Background: an optimization exercise with open tools, aiming at small area, a short achievable clock period and few clock cycles per item. Do not read the settings as production practice.
For this run, only the layout was checked, not whether the RTL still works.

$ cat design/flow/constraint.sdc
create_clock -name core_clock -period 8.0 [get_ports {clk}]
set_input_delay 1.6000 -clock core_clock [delete_from_list [all_inputs] [get_ports {clk}]]
set_output_delay 1.6000 -clock core_clock [all_outputs]
set_load 0.01 [all_outputs]
$ cat design/flow/design.v
module mul (
    input              clk,
    input              rst_n,
    input              mul_valid,
    input      [63:0]  alu_src1,
    input      [63:0]  alu_src2,
    input      [3:0]   mul_expand_signed,
    output     [129:0] mul_res,
    output reg         sh_fnsh_flag
);
localparam K  = 4;
localparam NC = 16;
localparam W  = 72;
wire [3:0] md = mul_expand_signed;
wire e0 = (md == 4'd0);
wire e1 = (md == 4'd1);
wire e2 = (md == 4'd2);
wire e3 = (md == 4'd3);
wire [3:0] mq = {e0, e0, e0 | e1 | e2, e0 | e1 | e2 | e3};    
wire [63:0] am = alu_src1 & {{16{mq[3]}}, {16{mq[2]}}, {16{mq[1]}}, {16{mq[0]}}};
wire [63:0] bm = alu_src2 & {{16{mq[3]}}, {16{mq[2]}}, {16{mq[1]}}, {16{mq[0]}}};
wire [NC-1:0] oa, ob, ta, tb;
genvar g;
generate for (g = 0; g < NC; g = g + 1) begin : occ
    assign oa[g] = (|alu_src1[g*K +: K]) & mq[g*K/16];
    assign ob[g] = (|alu_src2[g*K +: K]) & mq[g*K/16];
    assign ta[g] = |oa[NC-1:g];
    assign tb[g] = |ob[NC-1:g];
end endgenerate
wire swap = |(tb & ~ta);                
wire [NC-1:0] tn = ta & tb;             
reg [K-1:0] qa, qb;
integer i;
always @(*) begin
    qa = {K{1'b0}};
    qb = {K{1'b0}};
    for (i = 0; i < NC; i = i + 1) begin
        qa = qa | (alu_src1[i*K +: K] & {K{ta[i] & ~(i + 1 < NC ? ta[(i+1) % NC] : 1'b0)}});
        qb = qb | (alu_src2[i*K +: K] & {K{tb[i] & ~(i + 1 < NC ? tb[(i+1) % NC] : 1'b0)}});
    end
end
reg              busy;      
reg              res;       
reg  [NC-1:0]    cnt;       
reg              swp;
reg  [127:0]     P;         
reg  [W-1:0]     C;         
reg  [63:0]      M;
reg  [K-1:0]     q;
reg              f0, f1, f3;
wire idle = ~busy & ~res & ~sh_fnsh_flag;
wire last = ~cnt[1];
wire [NC-1:0] nxt = (cnt >> 1) & ~(cnt >> 2);
reg  [K-1:0] qna, qnb;
always @(*) begin
    qna = {K{1'b0}};
    qnb = {K{1'b0}};
    for (i = 0; i < NC; i = i + 1) begin
        qna = qna | (alu_src1[i*K +: K] & {K{nxt[i]}});
        qnb = qnb | (alu_src2[i*K +: K] & {K{nxt[i]}});
    end
end
wire [W-K-1:0] A = P[W-K-1:0];
wire [W-K-1:0] B = C[W-K-1:0];
wire [63:0] pp0 = M & {64{q[0]}};
wire [63:0] pp1 = M & {64{q[1]}};
wire [63:0] pp2 = M & {64{q[2]}};
wire [63:0] pp3 = M & {64{q[3]}};
wire t1 = A[0] ^ B[0] ^ pp0[4];
wire t2 = (A[0] & B[0]) | (A[0] & pp0[4]) | (B[0] & pp0[4]);
wire t3 = A[1] ^ B[1] ^ pp0[5];
wire t4 = (A[1] & B[1]) | (A[1] & pp0[5]) | (B[1] & pp0[5]);
wire t5 = pp1[4] ^ pp2[3];
wire t6 = pp1[4] & pp2[3];
wire t7 = A[2] ^ B[2] ^ pp0[6];
wire t8 = (A[2] & B[2]) | (A[2] & pp0[6]) | (B[2] & pp0[6]);
wire t9 = pp1[5] ^ pp2[4] ^ pp3[3];
wire t10 = (pp1[5] & pp2[4]) | (pp1[5] & pp3[3]) | (pp2[4] & pp3[3]);
wire t11 = A[3] ^ B[3] ^ pp0[7];
wire t12 = (A[3] & B[3]) | (A[3] & pp0[7]) | (B[3] & pp0[7]);
wire t13 = pp1[6] ^ pp2[5] ^ pp3[4];
wire t14 = (pp1[6] & pp2[5]) | (pp1[6] & pp3[4]) | (pp2[5] & pp3[4]);
wire t15 = A[4] ^ B[4] ^ pp0[8];
wire t16 = (A[4] & B[4]) | (A[4] & pp0[8]) | (B[4] & pp0[8]);
wire t17 = pp1[7] ^ pp2[6] ^ pp3[5];
wire t18 = (pp1[7] & pp2[6]) | (pp1[7] & pp3[5]) | (pp2[6] & pp3[5]);
wire t19 = A[5] ^ B[5] ^ pp0[9];
wire t20 = (A[5] & B[5]) | (A[5] & pp0[9]) | (B[5] & pp0[9]);
wire t21 = pp1[8] ^ pp2[7] ^ pp3[6];
wire t22 = (pp1[8] & pp2[7]) | (pp1[8] & pp3[6]) | (pp2[7] & pp3[6]);
wire t23 = A[6] ^ B[6] ^ pp0[10];
wire t24 = (A[6] & B[6]) | (A[6] & pp0[10]) | (B[6] & pp0[10]);
wire t25 = pp1[9] ^ pp2[8] ^ pp3[7];
wire t26 = (pp1[9] & pp2[8]) | (pp1[9] & pp3[7]) | (pp2[8] & pp3[7]);
wire t27 = A[7] ^ B[7] ^ pp0[11];
wire t28 = (A[7] & B[7]) | (A[7] & pp0[11]) | (B[7] & pp0[11]);
wire t29 = pp1[10] ^ pp2[9] ^ pp3[8];
wire t30 = (pp1[10] & pp2[9]) | (pp1[10] & pp3[8]) | (pp2[9] & pp3[8]);
wire t31 = A[8] ^ B[8] ^ pp0[12];
wire t32 = (A[8] & B[8]) | (A[8] & pp0[12]) | (B[8] & pp0[12]);
wire t33 = pp1[11] ^ pp2[10] ^ pp3[9];
wire t34 = (pp1[11] & pp2[10]) | (pp1[11] & pp3[9]) | (pp2[10] & pp3[9]);
wire t35 = A[9] ^ B[9] ^ pp0[13];
wire t36 = (A[9] & B[9]) | (A[9] & pp0[13]) | (B[9] & pp0[13]);
wire t37 = pp1[12] ^ pp2[11] ^ pp3[10];
wire t38 = (pp1[12] & pp2[11]) | (pp1[12] & pp3[10]) | (pp2[11] & pp3[10]);
wire t39 = A[10] ^ B[10] ^ pp0[14];
wire t40 = (A[10] & B[10]) | (A[10] & pp0[14]) | (B[10] & pp0[14]);
wire t41 = pp1[13] ^ pp2[12] ^ pp3[11];
wire t42 = (pp1[13] & pp2[12]) | (pp1[13] & pp3[11]) | (pp2[12] & pp3[11]);
wire t43 = A[11] ^ B[11] ^ pp0[15];
wire t44 = (A[11] & B[11]) | (A[11] & pp0[15]) | (B[11] & pp0[15]);
wire t45 = pp1[14] ^ pp2[13] ^ pp3[12];
wire t46 = (pp1[14] & pp2[13]) | (pp1[14] & pp3[12]) | (pp2[13] & pp3[12]);
wire t47 = A[12] ^ B[12] ^ pp0[16];
wire t48 = (A[12] & B[12]) | (A[12] & pp0[16]) | (B[12] & pp0[16]);
wire t49 = pp1[15] ^ pp2[14] ^ pp3[13];
wire t50 = (pp1[15] & pp2[14]) | (pp1[15] & pp3[13]) | (pp2[14] & pp3[13]);
wire t51 = A[13] ^ B[13] ^ pp0[17];
wire t52 = (A[13] & B[13]) | (A[13] & pp0[17]) | (B[13] & pp0[17]);
wire t53 = pp1[16] ^ pp2[15] ^ pp3[14];
wire t54 = (pp1[16] & pp2[15]) | (pp1[16] & pp3[14]) | (pp2[15] & pp3[14]);
wire t55 = A[14] ^ B[14] ^ pp0[18];
wire t56 = (A[14] & B[14]) | (A[14] & pp0[18]) | (B[14] & pp0[18]);
wire t57 = pp1[17] ^ pp2[16] ^ pp3[15];
wire t58 = (pp1[17] & pp2[16]) | (pp1[17] & pp3[15]) | (pp2[16] & pp3[15]);
wire t59 = A[15] ^ B[15] ^ pp0[19];
wire t60 = (A[15] & B[15]) | (A[15] & pp0[19]) | (B[15] & pp0[19]);
wire t61 = pp1[18] ^ pp2[17] ^ pp3[16];
wire t62 = (pp1[18] & pp2[17]) | (pp1[18] & pp3[16]) | (pp2[17] & pp3[16]);
wire t63 = A[16] ^ B[16] ^ pp0[20];
wire t64 = (A[16] & B[16]) | (A[16] & pp0[20]) | (B[16] & pp0[20]);
wire t65 = pp1[19] ^ pp2[18] ^ pp3[17];
wire t66 = (pp1[19] & pp2[18]) | (pp1[19] & pp3[17]) | (pp2[18] & pp3[17]);
wire t67 = A[17] ^ B[17] ^ pp0[21];
wire t68 = (A[17] & B[17]) | (A[17] & pp0[21]) | (B[17] & pp0[21]);
wire t69 = pp1[20] ^ pp2[19] ^ pp3[18];
wire t70 = (pp1[20] & pp2[19]) | (pp1[20] & pp3[18]) | (pp2[19] & pp3[18]);
wire t71 = A[18] ^ B[18] ^ pp0[22];
wire t72 = (A[18] & B[18]) | (A[18] & pp0[22]) | (B[18] & pp0[22]);
wire t73 = pp1[21] ^ pp2[20] ^ pp3[19];
wire t74 = (pp1[21] & pp2[20]) | (pp1[21] & pp3[19]) | (pp2[20] & pp3[19]);
wire t75 = A[19] ^ B[19] ^ pp0[23];
wire t76 = (A[19] & B[19]) | (A[19] & pp0[23]) | (B[19] & pp0[23]);
wire t77 = pp1[22] ^ pp2[21] ^ pp3[20];
wire t78 = (pp1[22] & pp2[21]) | (pp1[22] & pp3[20]) | (pp2[21] & pp3[20]);
wire t79 = A[20] ^ B[20] ^ pp0[24];
wire t80 = (A[20] & B[20]) | (A[20] & pp0[24]) | (B[20] & pp0[24]);
wire t81 = pp1[23] ^ pp2[22] ^ pp3[21];
wire t82 = (pp1[23] & pp2[22]) | (pp1[23] & pp3[21]) | (pp2[22] & pp3[21]);
wire t83 = A[21] ^ B[21] ^ pp0[25];
wire t84 = (A[21] & B[21]) | (A[21] & pp0[25]) | (B[21] & pp0[25]);
wire t85 = pp1[24] ^ pp2[23] ^ pp3[22];
wire t86 = (pp1[24] & pp2[23]) | (pp1[24] & pp3[22]) | (pp2[23] & pp3[22]);
wire t87 = A[22] ^ B[22] ^ pp0[26];
wire t88 = (A[22] & B[22]) | (A[22] & pp0[26]) | (B[22] & pp0[26]);
wire t89 = pp1[25] ^ pp2[24] ^ pp3[23];
wire t90 = (pp1[25] & pp2[24]) | (pp1[25] & pp3[23]) | (pp2[24] & pp3[23]);
wire t91 = A[23] ^ B[23] ^ pp0[27];
wire t92 = (A[23] & B[23]) | (A[23] & pp0[27]) | (B[23] & pp0[27]);
wire t93 = pp1[26] ^ pp2[25] ^ pp3[24];
wire t94 = (pp1[26] & pp2[25]) | (pp1[26] & pp3[24]) | (pp2[25] & pp3[24]);
wire t95 = A[24] ^ B[24] ^ pp0[28];
wire t96 = (A[24] & B[24]) | (A[24] & pp0[28]) | (B[24] & pp0[28]);
wire t97 = pp1[27] ^ pp2[26] ^ pp3[25];
wire t98 = (pp1[27] & pp2[26]) | (pp1[27] & pp3[25]) | (pp2[26] & pp3[25]);
wire t99 = A[25] ^ B[25] ^ pp0[29];
wire t100 = (A[25] & B[25]) | (A[25] & pp0[29]) | (B[25] & pp0[29]);
wire t101 = pp1[28] ^ pp2[27] ^ pp3[26];
wire t102 = (pp1[28] & pp2[27]) | (pp1[28] & pp3[26]) | (pp2[27] & pp3[26]);
wire t103 = A[26] ^ B[26] ^ pp0[30];
wire t104 = (A[26] & B[26]) | (A[26] & pp0[30]) | (B[26] & pp0[30]);
wire t105 = pp1[29] ^ pp2[28] ^ pp3[27];
wire t106 = (pp1[29] & pp2[28]) | (pp1[29] & pp3[27]) | (pp2[28] & pp3[27]);
wire t107 = A[27] ^ B[27] ^ pp0[31];
wire t108 = (A[27] & B[27]) | (A[27] & pp0[31]) | (B[27] & pp0[31]);
wire t109 = pp1[30] ^ pp2[29] ^ pp3[28];
wire t110 = (pp1[30] & pp2[29]) | (pp1[30] & pp3[28]) | (pp2[29] & pp3[28]);
wire t111 = A[28] ^ B[28] ^ pp0[32];
wire t112 = (A[28] & B[28]) | (A[28] & pp0[32]) | (B[28] & pp0[32]);
wire t113 = pp1[31] ^ pp2[30] ^ pp3[29];
wire t114 = (pp1[31] & pp2[30]) | (pp1[31] & pp3[29]) | (pp2[30] & pp3[29]);
wire t115 = A[29] ^ B[29] ^ pp0[33];
wire t116 = (A[29] & B[29]) | (A[29] & pp0[33]) | (B[29] & pp0[33]);
wire t117 = pp1[32] ^ pp2[31] ^ pp3[30];
wire t118 = (pp1[32] & pp2[31]) | (pp1[32] & pp3[30]) | (pp2[31] & pp3[30]);
wire t119 = A[30] ^ B[30] ^ pp0[34];
wire t120 = (A[30] & B[30]) | (A[30] & pp0[34]) | (B[30] & pp0[34]);
wire t121 = pp1[33] ^ pp2[32] ^ pp3[31];
wire t122 = (pp1[33] & pp2[32]) | (pp1[33] & pp3[31]) | (pp2[32] & pp3[31]);
wire t123 = A[31] ^ B[31] ^ pp0[35];
wire t124 = (A[31] & B[31]) | (A[31] & pp0[35]) | (B[31] & pp0[35]);
wire t125 = pp1[34] ^ pp2[33] ^ pp3[32];
wire t126 = (pp1[34] & pp2[33]) | (pp1[34] & pp3[32]) | (pp2[33] & pp3[32]);
wire t127 = A[32] ^ B[32] ^ pp0[36];
wire t128 = (A[32] & B[32]) | (A[32] & pp0[36]) | (B[32] & pp0[36]);
wire t129 = pp1[35] ^ pp2[34] ^ pp3[33];
wire t130 = (pp1[35] & pp2[34]) | (pp1[35] & pp3[33]) | (pp2[34] & pp3[33]);
wire t131 = A[33] ^ B[33] ^ pp0[37];
wire t132 = (A[33] & B[33]) | (A[33] & pp0[37]) | (B[33] & pp0[37]);
wire t133 = pp1[36] ^ pp2[35] ^ pp3[34];
wire t134 = (pp1[36] & pp2[35]) | (pp1[36] & pp3[34]) | (pp2[35] & pp3[34]);
wire t135 = A[34] ^ B[34] ^ pp0[38];
wire t136 = (A[34] & B[34]) | (A[34] & pp0[38]) | (B[34] & pp0[38]);
wire t137 = pp1[37] ^ pp2[36] ^ pp3[35];
wire t138 = (pp1[37] & pp2[36]) | (pp1[37] & pp3[35]) | (pp2[36] & pp3[35]);
wire t139 = A[35] ^ B[35] ^ pp0[39];
wire t140 = (A[35] & B[35]) | (A[35] & pp0[39]) | (B[35] & pp0[39]);
wire t141 = pp1[38] ^ pp2[37] ^ pp3[36];
wire t142 = (pp1[38] & pp2[37]) | (pp1[38] & pp3[36]) | (pp2[37] & pp3[36]);
wire t143 = A[36] ^ B[36] ^ pp0[40];
wire t144 = (A[36] & B[36]) | (A[36] & pp0[40]) | (B[36] & pp0[40]);
wire t145 = pp1[39] ^ pp2[38] ^ pp3[37];
wire t146 = (pp1[39] & pp2[38]) | (pp1[39] & pp3[37]) | (pp2[38] & pp3[37]);
wire t147 = A[37] ^ B[37] ^ pp0[41];
wire t148 = (A[37] & B[37]) | (A[37] & pp0[41]) | (B[37] & pp0[41]);
wire t149 = pp1[40] ^ pp2[39] ^ pp3[38];
wire t150 = (pp1[40] & pp2[39]) | (pp1[40] & pp3[38]) | (pp2[39] & pp3[38]);
wire t151 = A[38] ^ B[38] ^ pp0[42];
wire t152 = (A[38] & B[38]) | (A[38] & pp0[42]) | (B[38] & pp0[42]);
wire t153 = pp1[41] ^ pp2[40] ^ pp3[39];
wire t154 = (pp1[41] & pp2[40]) | (pp1[41] & pp3[39]) | (pp2[40] & pp3[39]);
wire t155 = A[39] ^ B[39] ^ pp0[43];
wire t156 = (A[39] & B[39]) | (A[39] & pp0[43]) | (B[39] & pp0[43]);
wire t157 = pp1[42] ^ pp2[41] ^ pp3[40];
wire t158 = (pp1[42] & pp2[41]) | (pp1[42] & pp3[40]) | (pp2[41] & pp3[40]);
wire t159 = A[40] ^ B[40] ^ pp0[44];
wire t160 = (A[40] & B[40]) | (A[40] & pp0[44]) | (B[40] & pp0[44]);
wire t161 = pp1[43] ^ pp2[42] ^ pp3[41];
wire t162 = (pp1[43] & pp2[42]) | (pp1[43] & pp3[41]) | (pp2[42] & pp3[41]);
wire t163 = A[41] ^ B[41] ^ pp0[45];
wire t164 = (A[41] & B[41]) | (A[41] & pp0[45]) | (B[41] & pp0[45]);
wire t165 = pp1[44] ^ pp2[43] ^ pp3[42];
wire t166 = (pp1[44] & pp2[43]) | (pp1[44] & pp3[42]) | (pp2[43] & pp3[42]);
wire t167 = A[42] ^ B[42] ^ pp0[46];
wire t168 = (A[42] & B[42]) | (A[42] & pp0[46]) | (B[42] & pp0[46]);
wire t169 = pp1[45] ^ pp2[44] ^ pp3[43];
wire t170 = (pp1[45] & pp2[44]) | (pp1[45] & pp3[43]) | (pp2[44] & pp3[43]);
wire t171 = A[43] ^ B[43] ^ pp0[47];
wire t172 = (A[43] & B[43]) | (A[43] & pp0[47]) | (B[43] & pp0[47]);
wire t173 = pp1[46] ^ pp2[45] ^ pp3[44];
wire t174 = (pp1[46] & pp2[45]) | (pp1[46] & pp3[44]) | (pp2[45] & pp3[44]);
wire t175 = A[44] ^ B[44] ^ pp0[48];
wire t176 = (A[44] & B[44]) | (A[44] & pp0[48]) | (B[44] & pp0[48]);
wire t177 = pp1[47] ^ pp2[46] ^ pp3[45];
wire t178 = (pp1[47] & pp2[46]) | (pp1[47] & pp3[45]) | (pp2[46] & pp3[45]);
wire t179 = A[45] ^ B[45] ^ pp0[49];
wire t180 = (A[45] & B[45]) | (A[45] & pp0[49]) | (B[45] & pp0[49]);
wire t181 = pp1[48] ^ pp2[47] ^ pp3[46];
wire t182 = (pp1[48] & pp2[47]) | (pp1[48] & pp3[46]) | (pp2[47] & pp3[46]);
wire t183 = A[46] ^ B[46] ^ pp0[50];
wire t184 = (A[46] & B[46]) | (A[46] & pp0[50]) | (B[46] & pp0[50]);
wire t185 = pp1[49] ^ pp2[48] ^ pp3[47];
wire t186 = (pp1[49] & pp2[48]) | (pp1[49] & pp3[47]) | (pp2[48] & pp3[47]);
wire t187 = A[47] ^ B[47] ^ pp0[51];
wire t188 = (A[47] & B[47]) | (A[47] & pp0[51]) | (B[47] & pp0[51]);
wire t189 = pp1[50] ^ pp2[49] ^ pp3[48];
wire t190 = (pp1[50] & pp2[49]) | (pp1[50] & pp3[48]) | (pp2[49] & pp3[48]);
wire t191 = A[48] ^ B[48] ^ pp0[52];
wire t192 = (A[48] & B[48]) | (A[48] & pp0[52]) | (B[48] & pp0[52]);
wire t193 = pp1[51] ^ pp2[50] ^ pp3[49];
wire t194 = (pp1[51] & pp2[50]) | (pp1[51] & pp3[49]) | (pp2[50] & pp3[49]);
wire t195 = A[49] ^ B[49] ^ pp0[53];
wire t196 = (A[49] & B[49]) | (A[49] & pp0[53]) | (B[49] & pp0[53]);
wire t197 = pp1[52] ^ pp2[51] ^ pp3[50];
wire t198 = (pp1[52] & pp2[51]) | (pp1[52] & pp3[50]) | (pp2[51] & pp3[50]);
wire t199 = A[50] ^ B[50] ^ pp0[54];
wire t200 = (A[50] & B[50]) | (A[50] & pp0[54]) | (B[50] & pp0[54]);
wire t201 = pp1[53] ^ pp2[52] ^ pp3[51];
wire t202 = (pp1[53] & pp2[52]) | (pp1[53] & pp3[51]) | (pp2[52] & pp3[51]);
wire t203 = A[51] ^ B[51] ^ pp0[55];
wire t204 = (A[51] & B[51]) | (A[51] & pp0[55]) | (B[51] & pp0[55]);
wire t205 = pp1[54] ^ pp2[53] ^ pp3[52];
wire t206 = (pp1[54] & pp2[53]) | (pp1[54] & pp3[52]) | (pp2[53] & pp3[52]);
wire t207 = A[52] ^ B[52] ^ pp0[56];
wire t208 = (A[52] & B[52]) | (A[52] & pp0[56]) | (B[52] & pp0[56]);
wire t209 = pp1[55] ^ pp2[54] ^ pp3[53];
wire t210 = (pp1[55] & pp2[54]) | (pp1[55] & pp3[53]) | (pp2[54] & pp3[53]);
wire t211 = A[53] ^ B[53] ^ pp0[57];
wire t212 = (A[53] & B[53]) | (A[53] & pp0[57]) | (B[53] & pp0[57]);
wire t213 = pp1[56] ^ pp2[55] ^ pp3[54];
wire t214 = (pp1[56] & pp2[55]) | (pp1[56] & pp3[54]) | (pp2[55] & pp3[54]);
wire t215 = A[54] ^ B[54] ^ pp0[58];
wire t216 = (A[54] & B[54]) | (A[54] & pp0[58]) | (B[54] & pp0[58]);
wire t217 = pp1[57] ^ pp2[56] ^ pp3[55];
wire t218 = (pp1[57] & pp2[56]) | (pp1[57] & pp3[55]) | (pp2[56] & pp3[55]);
wire t219 = A[55] ^ B[55] ^ pp0[59];
wire t220 = (A[55] & B[55]) | (A[55] & pp0[59]) | (B[55] & pp0[59]);
wire t221 = pp1[58] ^ pp2[57] ^ pp3[56];
wire t222 = (pp1[58] & pp2[57]) | (pp1[58] & pp3[56]) | (pp2[57] & pp3[56]);
wire t223 = A[56] ^ B[56] ^ pp0[60];
wire t224 = (A[56] & B[56]) | (A[56] & pp0[60]) | (B[56] & pp0[60]);
wire t225 = pp1[59] ^ pp2[58] ^ pp3[57];
wire t226 = (pp1[59] & pp2[58]) | (pp1[59] & pp3[57]) | (pp2[58] & pp3[57]);
wire t227 = A[57] ^ B[57] ^ pp0[61];
wire t228 = (A[57] & B[57]) | (A[57] & pp0[61]) | (B[57] & pp0[61]);
wire t229 = pp1[60] ^ pp2[59] ^ pp3[58];
wire t230 = (pp1[60] & pp2[59]) | (pp1[60] & pp3[58]) | (pp2[59] & pp3[58]);
wire t231 = A[58] ^ B[58] ^ pp0[62];
wire t232 = (A[58] & B[58]) | (A[58] & pp0[62]) | (B[58] & pp0[62]);
wire t233 = pp1[61] ^ pp2[60] ^ pp3[59];
wire t234 = (pp1[61] & pp2[60]) | (pp1[61] & pp3[59]) | (pp2[60] & pp3[59]);
wire t235 = A[59] ^ B[59] ^ pp0[63];
wire t236 = (A[59] & B[59]) | (A[59] & pp0[63]) | (B[59] & pp0[63]);
wire t237 = pp1[62] ^ pp2[61] ^ pp3[60];
wire t238 = (pp1[62] & pp2[61]) | (pp1[62] & pp3[60]) | (pp2[61] & pp3[60]);
wire t239 = A[60] ^ B[60] ^ pp1[63];
wire t240 = (A[60] & B[60]) | (A[60] & pp1[63]) | (B[60] & pp1[63]);
wire t241 = pp2[62] ^ pp3[61];
wire t242 = pp2[62] & pp3[61];
wire t243 = A[61] ^ B[61] ^ pp2[63];
wire t244 = (A[61] & B[61]) | (A[61] & pp2[63]) | (B[61] & pp2[63]);
wire t245 = pp0[3] ^ pp1[2];
wire t246 = pp0[3] & pp1[2];
wire t247 = pp1[3] ^ pp2[2] ^ pp3[1];
wire t248 = (pp1[3] & pp2[2]) | (pp1[3] & pp3[1]) | (pp2[2] & pp3[1]);
wire t249 = pp3[2] ^ t3 ^ t5;
wire t250 = (pp3[2] & t3) | (pp3[2] & t5) | (t3 & t5);
wire t251 = t7 ^ t9 ^ t4;
wire t252 = (t7 & t9) | (t7 & t4) | (t9 & t4);
wire t253 = t11 ^ t13 ^ t8;
wire t254 = (t11 & t13) | (t11 & t8) | (t13 & t8);
wire t255 = t15 ^ t17 ^ t12;
wire t256 = (t15 & t17) | (t15 & t12) | (t17 & t12);
wire t257 = t19 ^ t21 ^ t16;
wire t258 = (t19 & t21) | (t19 & t16) | (t21 & t16);
wire t259 = t23 ^ t25 ^ t20;
wire t260 = (t23 & t25) | (t23 & t20) | (t25 & t20);
wire t261 = t27 ^ t29 ^ t24;
wire t262 = (t27 & t29) | (t27 & t24) | (t29 & t24);
wire t263 = t31 ^ t33 ^ t28;
wire t264 = (t31 & t33) | (t31 & t28) | (t33 & t28);
wire t265 = t35 ^ t37 ^ t32;
wire t266 = (t35 & t37) | (t35 & t32) | (t37 & t32);
wire t267 = t39 ^ t41 ^ t36;
wire t268 = (t39 & t41) | (t39 & t36) | (t41 & t36);
wire t269 = t43 ^ t45 ^ t40;
wire t270 = (t43 & t45) | (t43 & t40) | (t45 & t40);
wire t271 = t47 ^ t49 ^ t44;
wire t272 = (t47 & t49) | (t47 & t44) | (t49 & t44);
wire t273 = t51 ^ t53 ^ t48;
wire t274 = (t51 & t53) | (t51 & t48) | (t53 & t48);
wire t275 = t55 ^ t57 ^ t52;
wire t276 = (t55 & t57) | (t55 & t52) | (t57 & t52);
wire t277 = t59 ^ t61 ^ t56;
wire t278 = (t59 & t61) | (t59 & t56) | (t61 & t56);
wire t279 = t63 ^ t65 ^ t60;
wire t280 = (t63 & t65) | (t63 & t60) | (t65 & t60);
wire t281 = t67 ^ t69 ^ t64;
wire t282 = (t67 & t69) | (t67 & t64) | (t69 & t64);
wire t283 = t71 ^ t73 ^ t68;
wire t284 = (t71 & t73) | (t71 & t68) | (t73 & t68);
wire t285 = t75 ^ t77 ^ t72;
wire t286 = (t75 & t77) | (t75 & t72) | (t77 & t72);
wire t287 = t79 ^ t81 ^ t76;
wire t288 = (t79 & t81) | (t79 & t76) | (t81 & t76);
wire t289 = t83 ^ t85 ^ t80;
wire t290 = (t83 & t85) | (t83 & t80) | (t85 & t80);
wire t291 = t87 ^ t89 ^ t84;
wire t292 = (t87 & t89) | (t87 & t84) | (t89 & t84);
wire t293 = t91 ^ t93 ^ t88;
wire t294 = (t91 & t93) | (t91 & t88) | (t93 & t88);
wire t295 = t95 ^ t97 ^ t92;
wire t296 = (t95 & t97) | (t95 & t92) | (t97 & t92);
wire t297 = t99 ^ t101 ^ t96;
wire t298 = (t99 & t101) | (t99 & t96) | (t101 & t96);
wire t299 = t103 ^ t105 ^ t100;
wire t300 = (t103 & t105) | (t103 & t100) | (t105 & t100);
wire t301 = t107 ^ t109 ^ t104;
wire t302 = (t107 & t109) | (t107 & t104) | (t109 & t104);
wire t303 = t111 ^ t113 ^ t108;
wire t304 = (t111 & t113) | (t111 & t108) | (t113 & t108);
wire t305 = t115 ^ t117 ^ t112;
wire t306 = (t115 & t117) | (t115 & t112) | (t117 & t112);
wire t307 = t119 ^ t121 ^ t116;
wire t308 = (t119 & t121) | (t119 & t116) | (t121 & t116);
wire t309 = t123 ^ t125 ^ t120;
wire t310 = (t123 & t125) | (t123 & t120) | (t125 & t120);
wire t311 = t127 ^ t129 ^ t124;
wire t312 = (t127 & t129) | (t127 & t124) | (t129 & t124);
wire t313 = t131 ^ t133 ^ t128;
wire t314 = (t131 & t133) | (t131 & t128) | (t133 & t128);
wire t315 = t135 ^ t137 ^ t132;
wire t316 = (t135 & t137) | (t135 & t132) | (t137 & t132);
wire t317 = t139 ^ t141 ^ t136;
wire t318 = (t139 & t141) | (t139 & t136) | (t141 & t136);
wire t319 = t143 ^ t145 ^ t140;
wire t320 = (t143 & t145) | (t143 & t140) | (t145 & t140);
wire t321 = t147 ^ t149 ^ t144;
wire t322 = (t147 & t149) | (t147 & t144) | (t149 & t144);
wire t323 = t151 ^ t153 ^ t148;
wire t324 = (t151 & t153) | (t151 & t148) | (t153 & t148);
wire t325 = t155 ^ t157 ^ t152;
wire t326 = (t155 & t157) | (t155 & t152) | (t157 & t152);
wire t327 = t159 ^ t161 ^ t156;
wire t328 = (t159 & t161) | (t159 & t156) | (t161 & t156);
wire t329 = t163 ^ t165 ^ t160;
wire t330 = (t163 & t165) | (t163 & t160) | (t165 & t160);
wire t331 = t167 ^ t169 ^ t164;
wire t332 = (t167 & t169) | (t167 & t164) | (t169 & t164);
wire t333 = t171 ^ t173 ^ t168;
wire t334 = (t171 & t173) | (t171 & t168) | (t173 & t168);
wire t335 = t175 ^ t177 ^ t172;
wire t336 = (t175 & t177) | (t175 & t172) | (t177 & t172);
wire t337 = t179 ^ t181 ^ t176;
wire t338 = (t179 & t181) | (t179 & t176) | (t181 & t176);
wire t339 = t183 ^ t185 ^ t180;
wire t340 = (t183 & t185) | (t183 & t180) | (t185 & t180);
wire t341 = t187 ^ t189 ^ t184;
wire t342 = (t187 & t189) | (t187 & t184) | (t189 & t184);
wire t343 = t191 ^ t193 ^ t188;
wire t344 = (t191 & t193) | (t191 & t188) | (t193 & t188);
wire t345 = t195 ^ t197 ^ t192;
wire t346 = (t195 & t197) | (t195 & t192) | (t197 & t192);
wire t347 = t199 ^ t201 ^ t196;
wire t348 = (t199 & t201) | (t199 & t196) | (t201 & t196);
wire t349 = t203 ^ t205 ^ t200;
wire t350 = (t203 & t205) | (t203 & t200) | (t205 & t200);
wire t351 = t207 ^ t209 ^ t204;
wire t352 = (t207 & t209) | (t207 & t204) | (t209 & t204);
wire t353 = t211 ^ t213 ^ t208;
wire t354 = (t211 & t213) | (t211 & t208) | (t213 & t208);
wire t355 = t215 ^ t217 ^ t212;
wire t356 = (t215 & t217) | (t215 & t212) | (t217 & t212);
wire t357 = t219 ^ t221 ^ t216;
wire t358 = (t219 & t221) | (t219 & t216) | (t221 & t216);
wire t359 = t223 ^ t225 ^ t220;
wire t360 = (t223 & t225) | (t223 & t220) | (t225 & t220);
wire t361 = t227 ^ t229 ^ t224;
wire t362 = (t227 & t229) | (t227 & t224) | (t229 & t224);
wire t363 = t231 ^ t233 ^ t228;
wire t364 = (t231 & t233) | (t231 & t228) | (t233 & t228);
wire t365 = t235 ^ t237 ^ t232;
wire t366 = (t235 & t237) | (t235 & t232) | (t237 & t232);
wire t367 = t239 ^ t241 ^ t236;
wire t368 = (t239 & t241) | (t239 & t236) | (t241 & t236);
wire t369 = pp3[62] ^ t243 ^ t240;
wire t370 = (pp3[62] & t243) | (pp3[62] & t240) | (t243 & t240);
wire t371 = A[62] ^ B[62] ^ pp3[63];
wire t372 = (A[62] & B[62]) | (A[62] & pp3[63]) | (B[62] & pp3[63]);
wire t373 = pp0[2] ^ pp1[1];
wire t374 = pp0[2] & pp1[1];
wire t375 = pp2[1] ^ pp3[0] ^ t245;
wire t376 = (pp2[1] & pp3[0]) | (pp2[1] & t245) | (pp3[0] & t245);
wire t377 = t1 ^ t247 ^ t246;
wire t378 = (t1 & t247) | (t1 & t246) | (t247 & t246);
wire t379 = t2 ^ t249 ^ t248;
wire t380 = (t2 & t249) | (t2 & t248) | (t249 & t248);
wire t381 = t6 ^ t251 ^ t250;
wire t382 = (t6 & t251) | (t6 & t250) | (t251 & t250);
wire t383 = t10 ^ t253 ^ t252;
wire t384 = (t10 & t253) | (t10 & t252) | (t253 & t252);
wire t385 = t14 ^ t255 ^ t254;
wire t386 = (t14 & t255) | (t14 & t254) | (t255 & t254);
wire t387 = t18 ^ t257 ^ t256;
wire t388 = (t18 & t257) | (t18 & t256) | (t257 & t256);
wire t389 = t22 ^ t259 ^ t258;
wire t390 = (t22 & t259) | (t22 & t258) | (t259 & t258);
wire t391 = t26 ^ t261 ^ t260;
wire t392 = (t26 & t261) | (t26 & t260) | (t261 & t260);
wire t393 = t30 ^ t263 ^ t262;
wire t394 = (t30 & t263) | (t30 & t262) | (t263 & t262);
wire t395 = t34 ^ t265 ^ t264;
wire t396 = (t34 & t265) | (t34 & t264) | (t265 & t264);
wire t397 = t38 ^ t267 ^ t266;
wire t398 = (t38 & t267) | (t38 & t266) | (t267 & t266);
wire t399 = t42 ^ t269 ^ t268;
wire t400 = (t42 & t269) | (t42 & t268) | (t269 & t268);
wire t401 = t46 ^ t271 ^ t270;
wire t402 = (t46 & t271) | (t46 & t270) | (t271 & t270);
wire t403 = t50 ^ t273 ^ t272;
wire t404 = (t50 & t273) | (t50 & t272) | (t273 & t272);
wire t405 = t54 ^ t275 ^ t274;
wire t406 = (t54 & t275) | (t54 & t274) | (t275 & t274);
wire t407 = t58 ^ t277 ^ t276;
wire t408 = (t58 & t277) | (t58 & t276) | (t277 & t276);
wire t409 = t62 ^ t279 ^ t278;
wire t410 = (t62 & t279) | (t62 & t278) | (t279 & t278);
wire t411 = t66 ^ t281 ^ t280;
wire t412 = (t66 & t281) | (t66 & t280) | (t281 & t280);
wire t413 = t70 ^ t283 ^ t282;
wire t414 = (t70 & t283) | (t70 & t282) | (t283 & t282);
wire t415 = t74 ^ t285 ^ t284;
wire t416 = (t74 & t285) | (t74 & t284) | (t285 & t284);
wire t417 = t78 ^ t287 ^ t286;
wire t418 = (t78 & t287) | (t78 & t286) | (t287 & t286);
wire t419 = t82 ^ t289 ^ t288;
wire t420 = (t82 & t289) | (t82 & t288) | (t289 & t288);
wire t421 = t86 ^ t291 ^ t290;
wire t422 = (t86 & t291) | (t86 & t290) | (t291 & t290);
wire t423 = t90 ^ t293 ^ t292;
wire t424 = (t90 & t293) | (t90 & t292) | (t293 & t292);
wire t425 = t94 ^ t295 ^ t294;
wire t426 = (t94 & t295) | (t94 & t294) | (t295 & t294);
wire t427 = t98 ^ t297 ^ t296;
wire t428 = (t98 & t297) | (t98 & t296) | (t297 & t296);
wire t429 = t102 ^ t299 ^ t298;
wire t430 = (t102 & t299) | (t102 & t298) | (t299 & t298);
wire t431 = t106 ^ t301 ^ t300;
wire t432 = (t106 & t301) | (t106 & t300) | (t301 & t300);
wire t433 = t110 ^ t303 ^ t302;
wire t434 = (t110 & t303) | (t110 & t302) | (t303 & t302);
wire t435 = t114 ^ t305 ^ t304;
wire t436 = (t114 & t305) | (t114 & t304) | (t305 & t304);
wire t437 = t118 ^ t307 ^ t306;
wire t438 = (t118 & t307) | (t118 & t306) | (t307 & t306);
wire t439 = t122 ^ t309 ^ t308;
wire t440 = (t122 & t309) | (t122 & t308) | (t309 & t308);
wire t441 = t126 ^ t311 ^ t310;
wire t442 = (t126 & t311) | (t126 & t310) | (t311 & t310);
wire t443 = t130 ^ t313 ^ t312;
wire t444 = (t130 & t313) | (t130 & t312) | (t313 & t312);
wire t445 = t134 ^ t315 ^ t314;
wire t446 = (t134 & t315) | (t134 & t314) | (t315 & t314);
wire t447 = t138 ^ t317 ^ t316;
wire t448 = (t138 & t317) | (t138 & t316) | (t317 & t316);
wire t449 = t142 ^ t319 ^ t318;
wire t450 = (t142 & t319) | (t142 & t318) | (t319 & t318);
wire t451 = t146 ^ t321 ^ t320;
wire t452 = (t146 & t321) | (t146 & t320) | (t321 & t320);
wire t453 = t150 ^ t323 ^ t322;
wire t454 = (t150 & t323) | (t150 & t322) | (t323 & t322);
wire t455 = t154 ^ t325 ^ t324;
wire t456 = (t154 & t325) | (t154 & t324) | (t325 & t324);
wire t457 = t158 ^ t327 ^ t326;
wire t458 = (t158 & t327) | (t158 & t326) | (t327 & t326);
wire t459 = t162 ^ t329 ^ t328;
wire t460 = (t162 & t329) | (t162 & t328) | (t329 & t328);
wire t461 = t166 ^ t331 ^ t330;
wire t462 = (t166 & t331) | (t166 & t330) | (t331 & t330);
wire t463 = t170 ^ t333 ^ t332;
wire t464 = (t170 & t333) | (t170 & t332) | (t333 & t332);
wire t465 = t174 ^ t335 ^ t334;
wire t466 = (t174 & t335) | (t174 & t334) | (t335 & t334);
wire t467 = t178 ^ t337 ^ t336;
wire t468 = (t178 & t337) | (t178 & t336) | (t337 & t336);
wire t469 = t182 ^ t339 ^ t338;
wire t470 = (t182 & t339) | (t182 & t338) | (t339 & t338);
wire t471 = t186 ^ t341 ^ t340;
wire t472 = (t186 & t341) | (t186 & t340) | (t341 & t340);
wire t473 = t190 ^ t343 ^ t342;
wire t474 = (t190 & t343) | (t190 & t342) | (t343 & t342);
wire t475 = t194 ^ t345 ^ t344;
wire t476 = (t194 & t345) | (t194 & t344) | (t345 & t344);
wire t477 = t198 ^ t347 ^ t346;
wire t478 = (t198 & t347) | (t198 & t346) | (t347 & t346);
wire t479 = t202 ^ t349 ^ t348;
wire t480 = (t202 & t349) | (t202 & t348) | (t349 & t348);
wire t481 = t206 ^ t351 ^ t350;
wire t482 = (t206 & t351) | (t206 & t350) | (t351 & t350);
wire t483 = t210 ^ t353 ^ t352;
wire t484 = (t210 & t353) | (t210 & t352) | (t353 & t352);
wire t485 = t214 ^ t355 ^ t354;
wire t486 = (t214 & t355) | (t214 & t354) | (t355 & t354);
wire t487 = t218 ^ t357 ^ t356;
wire t488 = (t218 & t357) | (t218 & t356) | (t357 & t356);
wire t489 = t222 ^ t359 ^ t358;
wire t490 = (t222 & t359) | (t222 & t358) | (t359 & t358);
wire t491 = t226 ^ t361 ^ t360;
wire t492 = (t226 & t361) | (t226 & t360) | (t361 & t360);
wire t493 = t230 ^ t363 ^ t362;
wire t494 = (t230 & t363) | (t230 & t362) | (t363 & t362);
wire t495 = t234 ^ t365 ^ t364;
wire t496 = (t234 & t365) | (t234 & t364) | (t365 & t364);
wire t497 = t238 ^ t367 ^ t366;
wire t498 = (t238 & t367) | (t238 & t366) | (t367 & t366);
wire t499 = t242 ^ t369 ^ t368;
wire t500 = (t242 & t369) | (t242 & t368) | (t369 & t368);
wire t501 = t244 ^ t371 ^ t370;
wire t502 = (t244 & t371) | (t244 & t370) | (t371 & t370);
wire t503 = A[63] ^ B[63] ^ t372;
wire t504 = (A[63] & B[63]) | (A[63] & t372) | (B[63] & t372);
wire t505 = A[64] ^ B[64];
wire t506 = A[64] & B[64];
wire t507 = A[65] ^ B[65];
wire t508 = A[65] & B[65];
wire t509 = A[66] ^ B[66];
wire t510 = A[66] & B[66];
wire t511 = A[67] ^ B[67];
wire t512 = A[67] & B[67];
wire [W-1:0] ns = {t511, t509, t507, t505, t503, t501, t499, t497, t495, t493, t491, t489, t487, t485, t483, t481, t479, t477, t475, t473, t471, t469, t467, t465, t463, t461, t459, t457, t455, t453, t451, t449, t447, t445, t443, t441, t439, t437, t435, t433, t431, t429, t427, t425, t423, t421, t419, t417, t415, t413, t411, t409, t407, t405, t403, t401, t399, t397, t395, t393, t391, t389, t387, t385, t383, t381, t379, t377, t375, pp2[0], pp0[1], pp0[0]};
wire [W-1:0] nc = {t510, t508, t506, t504, t502, t500, t498, t496, t494, t492, t490, t488, t486, t484, t482, t480, t478, t476, t474, t472, t470, t468, t466, t464, t462, t460, t458, t456, t454, t452, t450, t448, t446, t444, t442, t440, t438, t436, t434, t432, t430, t428, t426, t424, t422, t420, t418, t416, t414, t412, t410, t408, t406, t404, t402, t400, t398, t396, t394, t392, t390, t388, t386, t384, t382, t380, t378, t376, t374, t373, pp1[0], 1'b0};
wire ncout = t512;
wire [K:0] lowu = P[W-1:W-K] + C[W-1:W-K] + ncout;
wire [127-W:0] ub = P[127:W];
wire [127-W:0] all1;
assign all1[0] = 1'b1;
generate for (g = 1; g <= 127 - W; g = g + 1) begin : pa
    assign all1[g] = all1[g-1] & ub[g-1];
end endgenerate
wire [127-W:0] ustep = {ub[127-W-K:0] ^ (all1[127-W-K:0] & {(128-W-K){lowu[K]}}),
                        lowu[K-1:0]};
wire [W:0] rsum = P[W-1:0] + C;
wire [127-W:0] ures = ub ^ (all1 & {(128-W){rsum[W]}});
wire sx = (f1 & rsum[31]) | (f3 & rsum[15]);
wire [127:0] rres = {ures, rsum[W-1:64],
                     f0 ? rsum[63:32] : {32{sx}},
                     f3 ? {16{rsum[15]}} : rsum[31:16],
                     rsum[15:0]};
always @(posedge clk or negedge rst_n) begin
    if (!rst_n) begin
        busy         <= 1'b0;
        res          <= 1'b0;
        sh_fnsh_flag <= 1'b0;
    end else begin
        busy         <= busy ? ~last : (idle & mul_valid & tn[0]);
        res          <= busy & last;
        sh_fnsh_flag <= res | (idle & mul_valid & ~tn[0]);
    end
end
always @(posedge clk) begin
    M   <= swap ? bm : am;
    swp <= swap;
    f0  <= e0;
    f1  <= e1;
    f3  <= e3;
    if (busy) begin
        cnt <= cnt >> 1;
        q   <= swp ? qna : qnb;
        P   <= {ustep, ns};
        C   <= nc;
    end else begin
        cnt <= tn;
        q   <= swap ? qa : qb;
        P   <= res ? rres : 128'd0;
        C   <= {W{1'b0}};
    end
end
assign mul_res = {2'b00, P};
endmodule
module ysyx_mulunit (
    input          clk,
    input          rst_n,
    input          mul_valid,
    input  [63:0]  alu_src1,
    input  [63:0]  alu_src2,
    input  [3:0]   mul_expand_signed,
    output [129:0] mul_res,
    output         sh_fnsh_flag
);
mul u_mul (
    .clk(clk),
    .rst_n(rst_n),
    .mul_valid(mul_valid),
    .alu_src1(alu_src1),
    .alu_src2(alu_src2),
    .mul_expand_signed(mul_expand_signed),
    .mul_res(mul_res),
    .sh_fnsh_flag(sh_fnsh_flag)
);
endmodule
$ cat design/flow/config.mk
export PLATFORM = sky130hd
export DESIGN_NAME = ysyx_mulunit
export DESIGN_NICKNAME = ysyx_mulunit
export VERILOG_FILES = /design/flow/design.v
export SDC_FILE = /design/flow/constraint.sdc
export NUM_CORES = 8
export LEC_CHECK = 0
export CAP_MARGIN = 20
export CORE_MARGIN = 2
export CORE_UTILIZATION = 50
export SETUP_SLACK_MARGIN = 5
export SLEW_MARGIN = 20
$ cat design/flow/run.sh
#!/bin/bash
# synth_recipe.tcl (not shown) runs the flow's synth.tcl, then flattens the netlist and writes it again
# the make line also repeats each setting of config.mk as NAME=value (left out here)
make -C /OpenROAD-flow-scripts/flow DESIGN_CONFIG=/design/flow/config.mk WORK_HOME=/design/flow/orfs CLKGATE_MAP_FILE= SYNTH_SCRIPT=/design/flow/synth_recipe.tcl finish
==> impl_metrics.toml <==
[synth]
synth.distinct_cells = 103
synth-adder-area-share_pct = 23.5
synthFlopType = "dfxtp_1"
synth_area_mm2 = 0.0254
ys_seq_area_share_pct = 22.9
synth_edf_count = 1
synth-xor-area-share_pct = 3.83
syn_inst = 3041
synth_top_family_by_area = "adder cells"
syn_avg_cell_area_um2 = 8.36
synth_seq_cells = 289
synth-simple-area-share_pct = 21.0
muxShareOfSynthArea_pct = 2.60
async_reset_ff_share_pct = 1.04
synth_compound_area_share_pct = 18.3
ys.warnings.count = 1

[job]
drv_cap = 0

[timing]
setup_tns_ns = 0
fmax_mhz = 265
rsz0062_at_grt = "true"
fin_crit_sh_pct = 47.2
relSlewSlack_pct = 14.5
setup_viol = 0
period_minus_slack_ns = 3.78
tightest_slew_ns = 1.27
slew_viol_final = 0
worst_clock_skew_ns = 0.0249
hold_violations = 0
fin_ws_ns = 4.22

[pwr]
clock_power_share_pct = 30.2
p_seq_share_pct = 29.7
p_switching_mw = 2.39
switching_share_pct = 39.8
power_mw = 6.01
p_int_mw = 3.62
irDropWorstVdd_uv = 151
combPwrFrac_pct = 40.1
p_per_area_mw_per_mm2 = 171
leakagePower_nw = 15.4

[floorplanning]
chipWidth_um = 229
initial_utilization_pct = 50.6
fp.dieArea_mm2 = 0.0526
coreArea_mm2 = 0.0502
num_rows = 82
pin_count = 266
die_h_um = 229

[route]
detail-route-antenna-nets = 0
dr.pass1.iters = 6
drt_wl_total_um = 106000
avgRoutedWirePerCell_um = 25.6
viasPerCell = 6.30
drt_iter0_drc = 2668
vias = 26100
drc = 0

[cells_and_area]
instances_no_fill = 4144
areaGrowthSynthToFinish_pct = 38.2
nets = 3910
nFillCells = 3836
postLayoutCoreUtil_pct = 70.0
diodes = 0
drive_gt1_share_pct = 26.0

[cts]
clock_path_buffers = 3
root_buffer = "clkbuf_16"
cts.sinks = 289
h-tree-depth = 2
cts_tree = "done"
path_clk_slew_ns = 0.06
ctsHoldBuffers = 0
cts_buffers = 37
clkLatencyLatePin_ns = 0.58

[global_route]
first_global_vias = 26200
grt_max_degree = 82
grt_first_pass_wirelength_um = 157000
groute.usage.overall_pct = 38.9
grt.overflow.total = 0
antenna_found_initial = 2

[worst_setup_path]
path_cells = "buf_12 -> or4_4 -> inv_12 -> buf_12 -> o21a_1 -> a21oi_4 -> o221ai_4 -> a221oi_2 -> buf_4 -> o221ai_4 -> buf_12 -> buf_12 -> buf_6 -> buf_16 -> mux2i_1 -> nor2_1"
path_class = "primary input to register"
critPathRequiredTime_ns = 8.45
crit_top_cell = "buf_12"
slowest_delay_ns = 0.67
critPathLaunchType = "primary input"
critPathMaxFanout = 6
critPathCaptureType = "register"
critPathTopFamily = "buffers and inverters"
cp.arrival_ns = 4.23
path_buf_inv = 8
cp_slowest_cell = "or4_4"

[hold_path]
min_path_type = "register to register"

[placed_design]
dp_slack_ns = 2.08
portBuffers = 263
dp.cells = 3840
gp_routability_congestion = 1.06
detailed_place_hpwl_um = 72400

[run_status]
status = "finished clean"
[area by class of cell]
cell class / count / area [µm²] / share of cell area, %
Tap cell: 672 / 841 / 2.39
Clock buffer: 58 / 1160 / 3.30
Timing Repair inverter: 1 / 8.76 / 0.0249
Inverter: 348 / 1330 / 3.78
Timing Repair Buffer: 523 / 5180 / 14.7
Multi-Input combinational cell: 2247 / 20400 / 58.2
Sequential cell: 289 / 6030 / 17.2
Clock inverter: 6 / 134 / 0.381
[what timing repair did]
action	4_1_cts	5_1_grt
gates cloned	18	3
endpoints found under the setup margin	369	190
gates resized for setup	1037	262
endpoints found under the hold margin	0	0
buffers inserted	146	73
pin swaps	138	141
[sequential cells by signal, summed over array words and instances (netlist names)]
register,flops
u_mul.C,71
u_mul.M,64
u_mul.P,128
u_mul.busy,1
u_mul.cnt,15
u_mul.f0,1
u_mul.f1,1
u_mul.f3,1
u_mul.q,4
u_mul.res,1
u_mul.sh_fnsh_flag,1
u_mul.swp,1
[layer usage]
metal,vias up,part of all wire [%],global-route usage (%)
li1,11300,-,-
met1,12900,40,50.3
met2,1529,45,62.0
met3,361,9.4,8.48
met4,2,5.6,18.3
met5,-,0.012,0
[through the flow]
stage	area (µm²)	hold WS, ns
2_1_floorplan	25600	0.394
5_1_grt	35100	0.461
3_3_place_gp	28600	0.420
4_1_cts	33700	0.439
3_5_place_dp	28600	0.428
6_report	35100	0.444
[worst paths after layout]
path | start | end | slack [ns] | cells after the start
setup / recovery | mul_expand_signed[2] | u_mul.M[37] | 4.22 | 16
min in group asynchronous | rst_n | u_mul.busy | 1.22 | 1
setup reg to reg | u_mul.C[1] | u_mul.P[35] | 4.51 | 13
max in group asynchronous | rst_n | u_mul.busy | 6.62 | 1
hold / removal | u_mul.cnt[1] | u_mul.res | 0.44 | 1
hold reg to reg | u_mul.cnt[1] | u_mul.res | 0.44 | 1
[cells by family after synthesis]
kind of cell               count (synthesis)
AOI/OAI and AO/OA                        653
xor gates and xnor gates                 111
adders and majority gates                328
buffers and inverters                    510
DFF                                      289
muxes                                     66
other                                      1
and+or+nand+nor                         1083
[Yosys cell counts, drive strengths merged, types with 17 or more instances]
cell,n,area [µm²]
a211oi,23,198
a21o,55,413
a21oi,122,626
a221oi,25,219
a22o,17,149
a22oi,33,258
and2,156,976
and3,31,194
buf,40,239
clkbuf,122,458
dfxtp,285,5710
fa,250,5000
ha,78,976
inv,346,1300
mux2i,66,661
nand2,435,1640
nand3,81,415
nand4,30,188
nor2,162,608
nor2b,22,138
nor3,32,160
nor4,36,277
o2111ai,19,173
o211ai,58,435
o21ai,110,554
o22ai,31,194
o31ai,17,133
or4,36,274
xnor2,65,569
xor2,46,403
[power by group through the flow]
stage	sequential, mW	combinational (mW)	clock (mW)
floorplan	1.67	1.12	0
global placement	1.81	1.75	0
detailed placement	1.81	1.76	0
CTS	1.78	2.19	1.83
global route	1.79	2.56	1.89
finish	1.79	2.41	1.82
[cells in the final DEF (no fill, tap or decap), types with 31 or more instances in the layout]
master,instances
nand3_1,73
a21oi_1,97
buf_4,152
o21ai_2,32
o211ai_1,58
xor2_1,45
dlygate4sd2_1,161
buf_2,31
nand2_1,418
and2_1,155
ha_1,37
xnor2_1,57
mux2i_1,44
nor2_1,145
fa_1,248
buf_6,75
dfxtp_2,84
inv_1,342
o21ai_0,52
a21o_1,53
clkbuf_16,42
dfxtp_1,171

[separate check: timing with driven ports]
In the flow no input, the clock included, has a driving cell. The finished layout below was timed again as built, in two steps.
Step 1, drivers: a clkbuf_16 drives clk and a buf_2 each remaining input, both assumed.
Step 2 moves the port delays by t, midway between the first and last clock arrival at a register: inputs arrive t later, outputs are due t later. That takes back most of the time a late clock gives input paths.
Slacks: no drivers / after step 1 / after step 2; pairs: no drivers / after step 1.
shift t [ns]: 0.628
setup WS [ns]: 4.225 / 4.242 / 3.614
worst setup path at the end: input to register
cell pins on the clock port's net: 1
After both steps this run still meets setup and hold. For this run, drivers alone change the setup slack by +0.017 ns; drivers and shift together by -0.611 ns.
